What follows belongs to an exercise in optimizing a design on an open flow for small area, a short achievable clock period and few clock cycles; a production flow would make more cautious choices. Where RTL was checked, it was by simulation tests only, not by an equivalence proof against the original.

==> flow/design.v <==
`timescale 1ns / 1ps
module divisor_clk #(parameter WIDTH = 24,
                 parameter WIDTHZ = (WIDTH*2))
(
    input logic clk,
    input logic arst,
    input logic start,
    input logic [WIDTH-1:0] a,
    input logic [WIDTH-1:0] b,
    output logic done,
    output logic div_by_zero,
    output logic [WIDTH-1:0] q,
    output logic [WIDTH-1:0] f,
    output logic [WIDTHZ-1:0] z
);
    localparam K = 7;
    logic             busy;
    logic [2:0]       cnt;         
    logic [WIDTH-1:0] rem;         
    logic [WIDTH-1:0] div;         
    logic [WIDTHZ-1:0] qd;         
    logic             dz;          
    assign dz = (div == '0);
    logic [WIDTH-1:0]  rem_init;
    logic [WIDTHZ-1:0] qd_init;
    logic [2:0]       cnt_init;
    always_comb begin
        rem_init = '0;
        qd_init  = {1'b0, a, 23'b0};
        cnt_init = 3'd6;
        if ((|b[23:13])) begin
            rem_init = {13'b0, a[23:11]};
            qd_init  = {a[10:0], 37'b0};
            cnt_init = 3'd4;
        end
        if ((|b[23:20])) begin
            rem_init = {20'b0, a[23:4]};
            qd_init  = {a[3:0], 44'b0};
            cnt_init = 3'd3;
        end
    end
    logic [WIDTH-1:0]  r_s [0:K];
    logic [WIDTHZ-1:0] q_s [0:K];
    assign r_s[0] = rem;
    assign q_s[0] = qd;
    for (genvar i = 0; i < K; i++) begin : g_step
        logic [WIDTH:0] x, y, t;
        logic qb;
        assign x = {r_s[i], q_s[i][WIDTHZ-1]};
        assign y = {1'b0, div};
        logic [WIDTH+1:0] g, p;
        logic [WIDTH+2:0] bw;
        assign g = {1'b0, ~x & y};
        assign p = {1'b0, ~(x ^ y)};
        assign bw[0] = 1'b0;
        for (genvar j = 0; j <= WIDTH; j = j + 2) begin : g_grp
            logic gg, pp;
            assign gg = g[j+1] | (p[j+1] & g[j]);
            assign pp = p[j+1] & p[j];
            assign bw[j+1] = g[j] | (p[j] & bw[j]);
            assign bw[j+2] = gg | (pp & bw[j]);
        end
        assign t = x ^ y ^ bw[WIDTH:0];
        assign qb = ~t[WIDTH];
        assign r_s[i+1] = qb ? t[WIDTH-1:0] : x[WIDTH-1:0];
        assign q_s[i+1] = {q_s[i][WIDTHZ-2:0], qb};
    end
    always_ff @(posedge clk or posedge arst) begin
        if (arst) begin
            busy <= 1'b0;
            done <= 1'b0;
            cnt <= '0;
            div_by_zero <= 1'b0;
        end else begin
            done <= 1'b0;
            if (busy) begin
                div_by_zero <= dz;
                if (cnt == 0 || dz) begin
                    busy <= 1'b0;
                    done <= 1'b1;
                end
                cnt <= cnt - 1'b1;
            end else if (start) begin
                busy <= 1'b1;
                cnt <= cnt_init;
            end
        end
    end
    always_ff @(posedge clk) begin
        div <= b;
        if (busy) begin
            rem <= r_s[K];
            qd  <= dz ? '0 : q_s[K];
        end else begin
            rem <= rem_init;
            qd  <= qd_init;
        end
    end
    assign q = qd[WIDTHZ-1:WIDTH];
    assign f = qd[WIDTH-1:0];
    assign z = qd;
endmodule
Settings: LEC_CHECK=0, ABC_AREA=1, CAP_MARGIN=20, CORE_MARGIN=2, CORE_UTILIZATION=40, PLACE_DENSITY=0.6, SLEW_MARGIN=20; clock period 110.0 ns.
run.sh (not shown) runs the stock make flow with config.mk's settings and CLKGATE_MAP_FILE= SYNTH_SCRIPT=/design/flow/synth_recipe.tcl, a recipe that flattens the netlist after the stock synthesis.
Testbench counts at the start, summed over its fixed seeds: cycles 16,768.
Change:
--- a/flow/design.v
+++ b/flow/design.v
@@ -12,32 +12,32 @@
     output logic [WIDTH-1:0] q,
     output logic [WIDTH-1:0] f,
     output logic [WIDTHZ-1:0] z
 );
-    localparam K = 7;
+    localparam K = 5;
     logic             busy;
-    logic [2:0]       cnt;         
+    logic [3:0]       cnt;         
     logic [WIDTH-1:0] rem;         
     logic [WIDTH-1:0] div;         
     logic [WIDTHZ-1:0] qd;         
     logic             dz;          
     assign dz = (div == '0);
     logic [WIDTH-1:0]  rem_init;
     logic [WIDTHZ-1:0] qd_init;
-    logic [2:0]       cnt_init;
+    logic [3:0]       cnt_init;
     always_comb begin
         rem_init = '0;
-        qd_init  = {1'b0, a, 23'b0};
-        cnt_init = 3'd6;
+        qd_init  = {2'b0, a, 22'b0};
+        cnt_init = 4'd9;
         if ((|b[23:13])) begin
             rem_init = {13'b0, a[23:11]};
             qd_init  = {a[10:0], 37'b0};
-            cnt_init = 3'd4;
+            cnt_init = 4'd6;
         end
-        if ((|b[23:20])) begin
-            rem_init = {20'b0, a[23:4]};
-            qd_init  = {a[3:0], 44'b0};
-            cnt_init = 3'd3;
+        if (b[23]) begin
+            rem_init = {23'b0, a[23:1]};
+            qd_init  = {a[0:0], 47'b0};
+            cnt_init = 4'd4;
         end
     end
     logic [WIDTH-1:0]  r_s [0:K];
     logic [WIDTHZ-1:0] q_s [0:K];
Flip-flop and latch count is higher by 1.
Setup slack gets worse by 0.89 ns.
Final area fell by 17%.
Fmax goes down by 3.6%.
Global-route usage goes up by 0.40 points.
Cell count fell by 20%.
Routed wire length decreases by 19%.
Worst hold slack gains 0.0092 ns.
Synthesized area is lower by 18%.
Sequential share of layout area climbs by 3.2 points.
Utilization went up by 0.68 points.
No functional check of the RTL was part of the second run of this note.

==> static timing again, ports no longer ideal <==
The flow's constraints put no driver on any port. The routed layouts listed below were extracted and timed again, unchanged, in two steps. Step 1: set_driving_cell puts a clkbuf_16 on clk and a buf_2 on each other input, an assumption about the parent block. Step 2 moves the port delays by t, midway between the first and last clock arrival at a register: inputs arrive t later, outputs are due t later. That takes back most of the time a late clock gives input paths. a / b / c = no drivers / after step 1 / after step 2; a / b = the first two.
run	t, ns	setup slack, ns	pins driven straight from the clock port
the first run	0.423	86.099 / 86.128 / 85.705	1
the second run	0.410	85.204 / 85.223 / 84.812	1
After both steps setup and hold are still met in every run listed. The setup slack of the first run, which loses most, moves by +0.029 ns with the drivers and by -0.394 ns with both steps.
